This design comes from an exercise in tuning for small area on the open sky130 flow, not from production work.
RTL that was checked went through simulation tests only; none was proved equivalent to the original.
The clock port is modelled as an ideal driver, which makes a skipped or thinned clock tree look cheaper than it is; a real chip needs a root buffer or a tree.

## trial 75
## mac_row
module mac_row (
    clk, reset, execute, load, a_select,
    nzero_weights_flat, w_indexes_flat,
    in_activation_flat, in_psum_flat, act_index_flat,
    final_psum_flat, load_out
);
Size: roughly 230 I/O pins, ~0.0060 mm2 of cells after synthesis.
clock: 8.0 ns
lec_check: 0
cap_margin: 20
core_margin: 2
core_utilization: 70
slew_margin: 20
synth_hierarchical: 1
standard.sh (not shown) runs the stock make flow with config.mk's settings and CLKGATE_MAP_FILE= SYNTH_SCRIPT=/design/flow/synth_recipe.tcl, a recipe that flattens the netlist after the stock synthesis.
==> flow/flow/run.sh <==
#!/bin/bash
# Layout flow: the standard ORFS flow (standard.sh) with two changes:
#  - port buffers use the smallest buffer cell (buffer_ports -buffer_cell)
#  - the clock tree is built by flow/cts_tree.tcl instead of TritonCTS
set -euo pipefail
cd "$(dirname "$0")/.."
export BUFFER_PORTS_ARGS="-buffer_cell sky130_fd_sc_hd__buf_1"
export PRE_CTS_TCL="$PWD/flow/cts_tree.tcl"
export CLK_LEAVES=${CLK_LEAVES:-7}
export CLK_BUF=${CLK_BUF:-sky130_fd_sc_hd__clkbuf_8}
export CLK_ROOT_BUF=${CLK_ROOT_BUF:-sky130_fd_sc_hd__clkbuf_4}
bash standard.sh > standard.log 2>&1
Other scripts of this flow, unchanged in this note and not shown: flow/flow/cts_tree.tcl
Per the final summary, trial 75 finished and its layout is clean on timing, DRC and antenna.
Setup changes, trial 75 to trial 1
diff --git a/flow/design.v b/flow/design.v
--- a/flow/design.v
+++ b/flow/design.v
@@ -5,21 +5,20 @@
     assign co = (a & b) | (c & (a ^ b));
 endmodule
 module mac_ha (a, b, s, co);
     input a, b;
     output s, co;
     assign s = a ^ b;
     assign co = a & b;
 endmodule
-module mac_pick (s, d, h, q, y);
+module mac_pick (s, d, y);
     input [3:0] s, d;
-    input h, q;
     output y;
-    assign y = |(s & d) | (h & q);
+    assign y = |(s & d);
 endmodule
 module mac_sel (ld, ad, d, s, q);
     input ld, ad, d, s;
     output q;
     assign q = (ld & d) | (ad & s);
 endmodule
 module mac_mul4 (a, b, p);
     input [3:0] a, b;
@@ -112,45 +111,46 @@
     output [79:0] final_psum_flat;
     output load_out;
     reg execute_q, load_q;
     reg [3:0] a1, a2, w1_0, w1_1, w2_0, w2_1;
     reg [1:0] c1_0, c1_1, c2_0, c2_1;
     reg [19:0] psum0, psum1, psum2, psum3;
     wire [1:0] idx = a_select ? act_index_flat[3:2] : act_index_flat[1:0];
     wire [3:0] act = a_select ? in_activation_flat[7:4] : in_activation_flat[3:0];
-    wire [3:0] oh = {4{execute}} & {idx == 2'd3, idx == 2'd2, idx == 2'd1, idx == 2'd0};
-    wire hold = ~execute;
+    wire [3:0] oh = {idx == 2'd3, idx == 2'd2, idx == 2'd1, idx == 2'd0};
     wire [3:0] sw0, sw1;
     wire [1:0] sc0, sc1;
     genvar b;
     generate
         for (b = 0; b < 4; b = b + 1) begin : PW
-            mac_pick u0 (.s(oh), .d({nzero_weights_flat[12+b], nzero_weights_flat[8+b], nzero_weights_flat[4+b], nzero_weights_flat[b]}), .h(hold), .q(w1_0[b]), .y(sw0[b]));
-            mac_pick u1 (.s(oh), .d({nzero_weights_flat[28+b], nzero_weights_flat[24+b], nzero_weights_flat[20+b], nzero_weights_flat[16+b]}), .h(hold), .q(w1_1[b]), .y(sw1[b]));
+            mac_pick u0 (.s(oh), .d({nzero_weights_flat[12+b], nzero_weights_flat[8+b], nzero_weights_flat[4+b], nzero_weights_flat[b]}), .y(sw0[b]));
+            mac_pick u1 (.s(oh), .d({nzero_weights_flat[28+b], nzero_weights_flat[24+b], nzero_weights_flat[20+b], nzero_weights_flat[16+b]}), .y(sw1[b]));
         end
         for (b = 0; b < 2; b = b + 1) begin : PC
-            mac_pick u0 (.s(oh), .d({w_indexes_flat[6+b], w_indexes_flat[4+b], w_indexes_flat[2+b], w_indexes_flat[b]}), .h(hold), .q(c1_0[b]), .y(sc0[b]));
-            mac_pick u1 (.s(oh), .d({w_indexes_flat[14+b], w_indexes_flat[12+b], w_indexes_flat[10+b], w_indexes_flat[8+b]}), .h(hold), .q(c1_1[b]), .y(sc1[b]));
+            mac_pick u0 (.s(oh), .d({w_indexes_flat[6+b], w_indexes_flat[4+b], w_indexes_flat[2+b], w_indexes_flat[b]}), .y(sc0[b]));
+            mac_pick u1 (.s(oh), .d({w_indexes_flat[14+b], w_indexes_flat[12+b], w_indexes_flat[10+b], w_indexes_flat[8+b]}), .y(sc1[b]));
         end
     endgenerate
     always @(posedge clk) begin
         execute_q <= execute;
         load_q <= load;
-        if (reset) a1 <= 4'd0;
-        else if (execute) a1 <= act;
+        a1 <= reset ? 4'd0 : act;
         w1_0 <= sw0;
         w1_1 <= sw1;
         c1_0 <= sc0;
         c1_1 <= sc1;
-        a2 <= reset ? 4'd0 : a1;
-        w2_0 <= w1_0;
-        w2_1 <= w1_1;
-        c2_0 <= c1_0;
-        c2_1 <= c1_1;
+        if (reset) a2 <= 4'd0;
+        else if (execute_q) a2 <= a1;
+        if (execute_q) begin
+            w2_0 <= w1_0;
+            w2_1 <= w1_1;
+            c2_0 <= c1_0;
+            c2_1 <= c1_1;
+        end
     end
     assign load_out = load_q;
     wire [7:0] p0, p1;
     wire [5:0] a2x3;
     mac_x3 x3 (.a(a2), .t(a2x3));
     mac_mul4r m0 (.a(a2), .t(a2x3), .b(w2_0), .p(p0));
     mac_mul4r m1 (.a(a2), .t(a2x3), .b(w2_1), .p(p1));
     wire eq = (c2_0 == c2_1);
Notes after the runs:
- Result for trial 75 and trial 1: all clean
- Comparing trial 75 and trial 1, the lower detailed route wirelength on metal2 was measured on trial 75.
- End point of the critical path = psum0[14]: trial 1; end point of the critical path = psum0[19]: trial 75
- Trial 75 → trial 1: number of combinational gates with multiple inputs has decreased, wire length of the first global-routing pass rose 1.4 mm, share of the clock period used by the worst path moved down, smallest hold slack now sits higher.
No functional check of the RTL was part of trial 75. No run of this note takes its clock network from TritonCTS; it comes from the design's own scripts or RTL.

## afterwards: timing with drivers on the ports
How much do the figures lean on ideal ports? The routed layouts below were timed once more, with nothing changed but the port constraints.
Step 1, drivers: a clkbuf_16 drives clk and a buf_2 each remaining input, both assumed.
Step 2 times the ports against the registers' clock, not the clock port: input delays grow and output delays shrink by t, the midpoint of the rising clock arrivals with the driver on.
Three values: no drivers, after step 1, after step 2; two values: the first two.
run	t (ns)	slack for setup (ns)	hold slack, ns	latest minus earliest clock arrival (ns)
trial 75	0.498	0.196 / 0.196 / 0.196	0.358 / 0.358 / 0.358	0.012 / 0.011
trial 1	0.495	0.286 / 0.286 / 0.286	0.409 / 0.409 / 0.409	0.021 / 0.021
After both steps every run listed still meets setup and hold.
